What follows belongs to an exercise in optimizing a design on an open flow for small area, a short achievable clock period and few clock cycles; a production flow would make more cautious choices. In this exercise RTL edits were held to simulation tests only and were not proved equivalent to the original. Power is estimated from default activity; no workload was simulated.

// demosaic
module demosaic(clk, reset, in_en, data_in, wr_r, addr_r, wdata_r, rdata_r, wr_g, addr_g, wdata_g, rdata_g, wr_b, addr_b, wdata_b, rdata_b, done);
Size in the first run: roughly 7900 sq um of cells after synthesis.
==> flow/config.mk <==
export PLATFORM = sky130hd
export DESIGN_NAME = demosaic
export DESIGN_NICKNAME = demosaic
export VERILOG_FILES = /design/flow/design.v
export SDC_FILE = /design/flow/constraint.sdc
export NUM_CORES = 4
export LEC_CHECK = 0
export CAP_MARGIN = 20
export CORE_MARGIN = 2
export CORE_UTILIZATION = 55
export PLACE_DENSITY = 0.75
export SETUP_SLACK_MARGIN = 3.0
export SLEW_MARGIN = 20
export TNS_END_PERCENT = 10
==> flow/constraint.sdc <==
create_clock -name core_clock -period 5.0 [get_ports {clk}]
set_input_delay 1.0000 -clock core_clock [delete_from_list [all_inputs] [get_ports {clk}]]
set_output_delay 1.0000 -clock core_clock [all_outputs]
set_load 0.01 [all_outputs]
standard.sh (not shown) runs the stock make flow with config.mk's settings and CLKGATE_MAP_FILE= SYNTH_SCRIPT=/design/flow/synth_recipe.tcl, a recipe that flattens the netlist after the stock synthesis.
==> flow/flow/run.sh <==
#!/bin/bash
# The standard layout (the standard.sh, unchanged synthesis), except that
# the port buffers that global placement inserts on every input and output
# are sky130_fd_sc_hd__buf_1 rather than the default cell.
set -euo pipefail
export BUFFER_PORTS_ARGS="-buffer_cell sky130_fd_sc_hd__buf_1"
bash standard.sh finish > make_finish.log 2>&1
The starting point completed with no timing, DRC or antenna violations.
Testbench counts at the start, summed over its fixed seeds: cycles 802,816.
Change:
Settings changed: CORE_UTILIZATION 55 to 60, CTS_BUF_LIST set to sky130_fd_sc_hd__clkbuf_4 sky130_fd_sc_hd__clkbuf_8, PLACE_DENSITY 0.75 to 0.8.
- critical path depth stays the same
- setup slack gets better by 0.027 ns
- core utilization climbs by 1.6 points
Change:
Settings changed: CORE_UTILIZATION 60 to 40, CTS_BUF_LIST sky130_fd_sc_hd__clkbuf_4 sky130_fd_sc_hd__clkbuf_8 to unset, PLACE_DENSITY 0.8 to 0.6, SETUP_SLACK_MARGIN 3.0 to 3.6.
Result:
- The new run finished clean
- die area climbs by 48%
- synthesized cell count is unchanged
- routed wire length climbs by 13%
- maximum frequency climbs by 0.88%
- global-route usage drops by 5.6 points
- core utilization drops by 16 points
- critical path depth stays the same
- hold slack is about the same
- final cell count climbs by 13%
Change:
Settings changed: SETUP_SLACK_MARGIN 3.6 to 3.3.
What happened: The changed run went through all stages and came out clean; clock skew stays flat; worst setup slack is better by 0.017 ns; total power fell by 0.43%; sequential power barely changes; global-route usage fell by 1.4 points.
Change:
Settings changed: SETUP_SLACK_MARGIN 3.3 to 2.5.
The changed run completed without violations.
Combinational power shrinks by about a fifth.
Total power grows slightly.
Global-route usage shrinks by 1.9 points.
Fmax shrinks by roughly a tenth.
Final area shrinks by a little under a tenth.
Setup slack got worse by 0.24 ns.
Core utilization shrinks by 4.0 points.
Non-clock buffer count shrinks by 27.

Setup of alpha:
The RTL this note starts from:
==> flow/design.v <==
module demosaic(clk, reset, in_en, data_in, wr_r, addr_r, wdata_r, rdata_r, wr_g, addr_g, wdata_g, rdata_g, wr_b, addr_b, wdata_b, rdata_b, done);
input clk;
input reset;
input in_en;
input [7:0] data_in;
output reg wr_r;
output [13:0] addr_r;
output reg [7:0] wdata_r;
input [7:0] rdata_r;
output reg wr_g;
output [13:0] addr_g;
output [7:0] wdata_g;
input [7:0] rdata_g;
output reg wr_b;
output [13:0] addr_b;
output reg [7:0] wdata_b;
input [7:0] rdata_b;
output reg done;
reg        fill;
reg [6:0]  r;             
reg [7:0]  q;             
reg [3:0]  ph;            
reg        first;         
reg        second;        
reg [7:0]  rg, rx;        
reg [7:0]  xb;            
reg [9:0]  p;             
reg [8:0]  ya;            
reg [7:0]  half;          
reg [9:0]  d;             
reg [7:0]  xn;            
reg [7:0]  hv;            
reg [6:0]  arow;          
reg [6:0]  gcol, rbcol;   
assign wdata_g = p[9:2];
assign addr_g = {arow, gcol};
assign addr_r = {arow, rbcol};
assign addr_b = {arow, rbcol};
wire       odd  = r[0];
wire [7:0] rv   = rx;
wire [7:0] rh   = rx;
wire [6:0] rp1 = r + 7'd1;
wire [6:0] qc  = q[6:0];
wire [6:0] qp1 = qc + 7'd1;
wire [6:0] roff = ph[3] ? 7'h7f : ph[0] ? 7'd1 : 7'd0;
wire [6:0] gco  = ph[1] ? 7'd2 : (ph[3] | ph[0] | (ph[2] & !first)) ? 7'h7f : 7'd0;
wire [6:0] rbo  = ph[1] ? 7'h7c : ph[2] ? 7'h7f : 7'd0;
wire       last = q[7] & (q[6:1] == 6'd1);
wire       endc = ph[2] & last & (r == 7'd127);
wire [9:0] g_sum = p + {2'b0, rg};
wire [9:0] v_sum = {1'b0, ya} + {2'b0, rv};
wire [9:0] d_sum = d + {2'b0, rv};
wire [8:0] h_sum = {1'b0, xn} + {1'b0, rh};
wire       s_in = !fill;
wire       s_d  = fill & ph[2];
wire       s_hr = fill & !ph[2] & odd;    
wire       s_hb = fill & !ph[2] & !odd;   
wire [7:0] nd_r = ({8{s_in}} & data_in) | ({8{s_hr}} & half) | ({8{s_hb}} & hv);
wire [7:0] nd_b = ({8{s_in}} & data_in) | ({8{s_hb}} & half) | ({8{s_hr}} & hv);
always @(posedge clk) begin
    rg <= rdata_g;
    rx <= (odd ^ ph[3]) ? rdata_r : rdata_b;
    wdata_r <= nd_r | ({8{s_d}} & d_sum[9:2]);
    wdata_b <= nd_b | ({8{s_d}} & d_sum[9:2]);
end
always @(posedge clk) begin
    if (reset) begin
        fill <= 1'b0;
        r <= 7'd0;
        q <= 8'd0;
        ph <= 4'd0;
        first <= 1'b1;
        second <= 1'b0;
        done <= 1'b0;
        wr_r <= 1'b0;
        wr_g <= 1'b0;
        wr_b <= 1'b0;
        arow <= 7'd0;
        gcol <= 7'd0;
        rbcol <= 7'd0;
    end else if (!fill) begin
        arow <= r + roff;
        gcol <= qc + gco;
        rbcol <= qc + rbo;
        p <= {data_in, 2'b00};
        wr_g <= in_en & (r[0] == qc[0]);
        wr_r <= in_en & !r[0] & qc[0];
        wr_b <= in_en & r[0] & !qc[0];
        if (in_en) begin
            q[6:0] <= qp1;
            if (qc == 7'd127) begin
                r <= rp1;
                if (r == 7'd127) begin
                    fill <= 1'b1;
                    ph <= 4'b1000;
                end
            end
        end
    end else begin
        ph <= {ph[2:0], ph[3]};
        wr_r <= 1'b0;
        wr_g <= 1'b0;
        wr_b <= 1'b0;
        arow <= r + roff;
        gcol <= qc + gco;
        rbcol <= qc + rbo;
        if (ph[1]) p <= g_sum;
        if (ph[2]) begin
            wr_g <= !first;
            p <= g_sum;
        end
        if (ph[3]) begin
            p <= second ? {2'b0, rg} : {2'b0, xb} + {2'b0, rg};
            xb <= rg;
        end
        if (ph[0] && second) p <= g_sum;
        if (ph[0]) begin
            xn <= rh;
            hv <= h_sum[8:1];
        end
        if (ph[1]) begin
            wr_r <= !first & !second;
            wr_b <= !first & !second;
            d <= v_sum;
            half <= ya[8:1];
            ya <= {1'b0, rv};
        end
        if (ph[2]) begin
            wr_r <= !first & odd;
            wr_b <= !first & !odd;
            ya <= v_sum[8:0];
            q <= last ? {7'd0, rp1[0]} : q + 8'd2;
            if (last) r <= rp1;
            first <= last;
            second <= first;
        end
        if (done || endc) begin
            wr_r <= 1'b0; wr_g <= 1'b0; wr_b <= 1'b0;
        end
        if (endc) done <= 1'b1;
    end
end
endmodule
==> flow/config.mk <==
export PLATFORM = sky130hd
export DESIGN_NAME = demosaic
export DESIGN_NICKNAME = demosaic
export VERILOG_FILES = /design/flow/design.v
export SDC_FILE = /design/flow/constraint.sdc
export NUM_CORES = 4
export LEC_CHECK = 0
export CAP_MARGIN = 20
export CORE_MARGIN = 2
export CORE_UTILIZATION = 40
export CTS_BUF_LIST = sky130_fd_sc_hd__clkbuf_4 sky130_fd_sc_hd__clkbuf_8
export PLACE_DENSITY = 0.6
export SETUP_SLACK_MARGIN = 2.5
export SLEW_MARGIN = 20
export TNS_END_PERCENT = 10
==> flow/constraint.sdc <==
create_clock -name core_clock -period 5.0 [get_ports {clk}]
set_input_delay 1.0000 -clock core_clock [delete_from_list [all_inputs] [get_ports {clk}]]
set_output_delay 1.0000 -clock core_clock [all_outputs]
set_load 0.01 [all_outputs]
Scripts as last shown in full above: flow/flow/run.sh
Testbench counts of alpha, summed over its fixed seeds: cycles 802,816.
Setup changes, alpha to beta
# alpha
export LEC_CHECK = 0
export CAP_MARGIN = 20
export CORE_MARGIN = 2
export CORE_UTILIZATION = 40
export CTS_BUF_LIST = sky130_fd_sc_hd__clkbuf_4 sky130_fd_sc_hd__clkbuf_8
export PLACE_DENSITY = 0.6
export SETUP_SLACK_MARGIN = 2.5
export SLEW_MARGIN = 20
export TNS_END_PERCENT = 10
create_clock -name core_clock -period 5.0 [get_ports {clk}]
# beta
export LEC_CHECK = 0
export CAP_MARGIN = 20
export CORE_MARGIN = 2
export CORE_UTILIZATION = 40
export CTS_BUF_LIST = sky130_fd_sc_hd__clkbuf_4 sky130_fd_sc_hd__clkbuf_8
export PLACE_DENSITY = 0.6
export SETUP_SLACK_MARGIN = 2.9
export SLEW_MARGIN = 20
export TNS_END_PERCENT = 20
create_clock -name core_clock -period 5.0 [get_ports {clk}]
Notes after the runs:
- Timing, DRC, antenna: 0 failures across alpha and beta
- beta vs alpha: clock network power down in beta
- In the flow results for alpha and beta, the largest fanout of any net on the critical path is larger on alpha.
- alpha consumes more power than beta.
- Summary of beta over alpha: post-CTS repair timing setup buffer count went up 10; wire length on met2 saw little to no change; hold slack up 6.3 ps; final area now sits higher; portion of total power attributed to sequential cells has increased.
- Cmp beta vs alpha: clock share of power lower in beta
- ph[0]$_SDFFE_PP0P_ as the startpoint of the most critical setup path was reported by alpha, and ya[1]$_DFFE_PP_ by beta.
- [beta vs alpha] detailed-route wire length per cell: lower in beta
Inputs modified between beta and gamma:
# beta
export LEC_CHECK = 0
export CAP_MARGIN = 20
export CORE_MARGIN = 2
export CORE_UTILIZATION = 40
export CTS_BUF_LIST = sky130_fd_sc_hd__clkbuf_4 sky130_fd_sc_hd__clkbuf_8
export PLACE_DENSITY = 0.6
export SETUP_SLACK_MARGIN = 2.9
export SLEW_MARGIN = 20
export TNS_END_PERCENT = 20
create_clock -name core_clock -period 5.0 [get_ports {clk}]
# gamma
export LEC_CHECK = 0
export CAP_MARGIN = 20
export CORE_MARGIN = 2
export CORE_UTILIZATION = 40
export CTS_BUF_LIST = sky130_fd_sc_hd__clkbuf_4 sky130_fd_sc_hd__clkbuf_8
export PLACE_DENSITY = 0.6
export SETUP_SLACK_MARGIN = 2.8
export SLEW_MARGIN = 20
export TNS_END_PERCENT = 10
create_clock -name core_clock -period 5.0 [get_ports {clk}]
Findings:
- gamma: all stages complete, timing, DRC and antenna checks passed
- From beta to gamma the numbers moved as follows: final area -about 1%, routability-driven placement congestion ratio +0.014.
- Between gamma and beta, it is gamma whose final critical-path share of the clock period is higher, by 1.0 points.
- gamma ends up with lower fill cell instance count of the final layout than beta does.
- Final setup TNS came out exactly the same in gamma and beta.
- STATUS total design power: gamma loses against beta
- gamma has share of layout cells above drive strength 1 below what beta had.
- Per the comparison of gamma with beta, met1 demand-to-capacity share in global routing climbed 0.75 points; minimum period implied by the final worst setup slack moved up; clock-buffer cell count has decreased.
Inputs modified between gamma and delta:
# gamma
export LEC_CHECK = 0
export CAP_MARGIN = 20
export CORE_MARGIN = 2
export CORE_UTILIZATION = 40
export CTS_BUF_LIST = sky130_fd_sc_hd__clkbuf_4 sky130_fd_sc_hd__clkbuf_8
export PLACE_DENSITY = 0.6
export SETUP_SLACK_MARGIN = 2.8
export SLEW_MARGIN = 20
export TNS_END_PERCENT = 10
create_clock -name core_clock -period 5.0 [get_ports {clk}]
# delta
export LEC_CHECK = 0
export CAP_MARGIN = 20
export CORE_MARGIN = 2
export CORE_UTILIZATION = 40
export CTS_BUF_LIST = sky130_fd_sc_hd__clkbuf_4 sky130_fd_sc_hd__clkbuf_8
export PLACE_DENSITY = 0.6
export SETUP_SLACK_MARGIN = 3.0
export SLEW_MARGIN = 20
export TNS_END_PERCENT = 10
create_clock -name core_clock -period 5.0 [get_ports {clk}]
### Flow results
Compare delta and gamma | sequential share of layout area higher: gamma
Comparing delta and gamma, the higher routed metal-1 wirelength was measured on delta.
Compared gamma against delta; shortest clock period the worst path allows after layout within noise.
Relative to gamma, worst-case setup slack after placement increased by 51 ps in delta.
As far as worst-case clock buffer depth goes, delta and gamma are indistinguishable; the numbers are identical.
Compared with gamma, in delta met1 capacity usage during global routing shows an increase of 0.25 points, via count of the first global-routing pass shows an increase of 101, met2 capacity usage during global routing shows an increase of 0.30 points, worst setup slack shows no meaningful change.
First-iteration DRC count: delta vs gamma down 1.7%
Measured against each other, delta and gamma differ in non-clock buffer total of the final layout, the lower figure coming from gamma.
The inputs of epsilon differ from those of delta as listed below.
# delta
export LEC_CHECK = 0
export CAP_MARGIN = 20
export CORE_MARGIN = 2
export CORE_UTILIZATION = 40
export CTS_BUF_LIST = sky130_fd_sc_hd__clkbuf_4 sky130_fd_sc_hd__clkbuf_8
export PLACE_DENSITY = 0.6
export SETUP_SLACK_MARGIN = 3.0
export SLEW_MARGIN = 20
export TNS_END_PERCENT = 10
create_clock -name core_clock -period 5.0 [get_ports {clk}]
# epsilon
export LEC_CHECK = 0
export CAP_MARGIN = 20
export CORE_MARGIN = 2
export CORE_UTILIZATION = 40
export CTS_BUF_LIST = sky130_fd_sc_hd__clkbuf_4 sky130_fd_sc_hd__clkbuf_8
export PLACE_DENSITY = 0.6
export SETUP_SLACK_MARGIN = 3.2
export SLEW_MARGIN = 20
export TNS_END_PERCENT = 10
create_clock -name core_clock -period 5.0 [get_ports {clk}]
- Having completed the whole flow, epsilon delivered a layout that passed the timing, DRC and antenna checks.
- Remaining max-slew budget at the tightest pin came out lower on epsilon than on delta.
- Cmp epsilon vs delta: post-route minimum period lower in epsilon
- delta -> epsilon: post-route non-filler standard cell count increased slightly

Starts from the design.v that is shown in full above.
clock: 5.0 ns
lec_check: 0
cap_margin: 20
core_margin: 2
core_utilization: 40
cts_buf_list: sky130_fd_sc_hd__clkbuf_4 sky130_fd_sc_hd__clkbuf_8
place_density: 0.65
setup_slack_margin: 2.9
slew_margin: 20
tns_end_percent: 10
Scripts as last shown in full above: flow/flow/run.sh
The baseline ran to the end with no violations.
Testbench counts at the start, summed over its fixed seeds: cycles 802,816.
Rerun with:
Settings changed: CORE_UTILIZATION 40 to 55, PLACE_DENSITY 0.65 to 0.75, SETUP_SLACK_MARGIN 2.9 to 3.0.
The changed run went through all stages and came out clean.
Non-clock buffer count stays the same.
Clock-buffer cell count does not change.
Global-route usage is higher by 5.5 points.
Register-to-register slack improves by 20 ps.
Area after synthesis is unchanged.
Rerun with:
Settings changed: CORE_UTILIZATION 55 to 40, PLACE_DENSITY 0.75 to 0.6, SETUP_SLACK_MARGIN 3.0 to 2.9.
Result: Die area climbs by well over a third. First-iteration DRC count drops by well over a third. Clock-buffer cell count drops by 1. Via count drops by a few percent. Sequential power hardly moves. Combinational power drops by roughly a tenth. Setup slack improved by 28 ps. Cell area drops by a few percent. Non-clock buffer count drops by 3. Global-route usage drops by 5.7 points.
Rerun with:
Settings changed: PLACE_DENSITY 0.6 to 0.55.
Outcome: The new run produced a clean layout; fmax is lower by 3.1%; routed wire length climbs by 7.2%; utilization came out higher by 1.2 points; global-route usage grows by 1.4 points; power grows by 3.2%; non-clock buffer count rises by 8; register-to-register slack gets worse by 70 ps; sequential share of layout area decreases by 1.1 points; final cell count is higher by 0.75%; cell area went up by 2.6%; die area is unchanged.
Rerun with:
Settings changed: CORE_UTILIZATION 40 to 45, PLACE_DENSITY 0.55 to 0.6.
Result: The new run produced a clean layout. Final area fell by 0.81%. Non-clock buffer count is lower by 5. Maximum frequency rose by about 3.6%.

port drivers added, routing unchanged:
Ports are ideal in the flow. The routed layouts listed here were re-timed in OpenROAD. Step 1: set_driving_cell puts a clkbuf_16 on clk and a buf_2 on each other input, an assumption about the parent block. Step 2 also shifts input and output timing later by t, the mid clock arrival at the registers, as if the neighbouring blocks saw the same clock. Three values: no drivers, after step 1, after step 2; two values: the first two.
| run | t (ns) | setup WS [ns] | hold WS [ns] | latest minus earliest clock arrival (ns) | worst slew at a driven data input, ns |
|---|---|---|---|---|---|
| the first run of note 1 | 0.468 | 2.794 / 2.794 / 2.557 | 0.458 / 0.458 / 0.458 | 0.012 / 0.011 | 0.03 |
| the second run of note 1 | 0.490 | 2.821 / 2.821 / 2.482 | 0.454 / 0.454 / 0.454 | 0.016 / 0.017 | 0.04 |
| the third run of note 1 | 0.469 | 2.840 / 2.840 / 2.724 | 0.452 / 0.452 / 0.452 | 0.019 / 0.018 | 0.05 |
| the fourth run of note 1 | 0.468 | 2.857 / 2.857 / 2.679 | 0.454 / 0.454 / 0.454 | 0.016 / 0.017 | 0.04 |
| the fifth run of note 1 | 0.454 | 2.615 / 2.615 / 2.214 | 0.452 / 0.452 / 0.452 | 0.013 / 0.013 | 0.04 |
| alpha | 0.496 | 2.590 / 2.590 / 2.146 | 0.460 / 0.460 / 0.460 | 0.023 / 0.023 | 0.03 |
| beta | 0.489 | 2.761 / 2.761 / 2.385 | 0.467 / 0.467 / 0.467 | 0.015 / 0.016 | 0.03 |
| gamma | 0.485 | 2.710 / 2.710 / 2.454 | 0.456 / 0.456 / 0.456 | 0.015 / 0.014 | 0.03 |
| delta | 0.506 | 2.712 / 2.712 / 2.289 | 0.468 / 0.468 / 0.468 | 0.014 / 0.013 | 0.03 |
| epsilon | 0.501 | 2.785 / 2.785 / 2.577 | 0.467 / 0.467 / 0.467 | 0.022 / 0.022 | 0.03 |
| the first run of note 3 | 0.478 | 2.680 / 2.680 / 2.517 | 0.471 / 0.471 / 0.471 | 0.014 / 0.014 | 0.04 |
| the second run of note 3 | 0.488 | 2.697 / 2.697 / 2.414 | 0.464 / 0.464 / 0.464 | 0.011 / 0.011 | 0.04 |
| the third run of note 3 | 0.487 | 2.726 / 2.726 / 2.382 | 0.467 / 0.467 / 0.467 | 0.015 / 0.016 | 0.03 |
| the fourth run of note 3 | 0.495 | 2.654 / 2.654 / 2.268 | 0.464 / 0.464 / 0.464 | 0.019 / 0.019 | 0.03 |
| the fifth run of note 3 | 0.488 | 2.736 / 2.736 / 2.406 | 0.468 / 0.468 / 0.468 | 0.019 / 0.019 | 0.04 |
After both steps setup and hold are still met in every run listed. The setup slack of alpha, which loses most, moves by 0.000 ns with the drivers and by -0.444 ns with both steps.
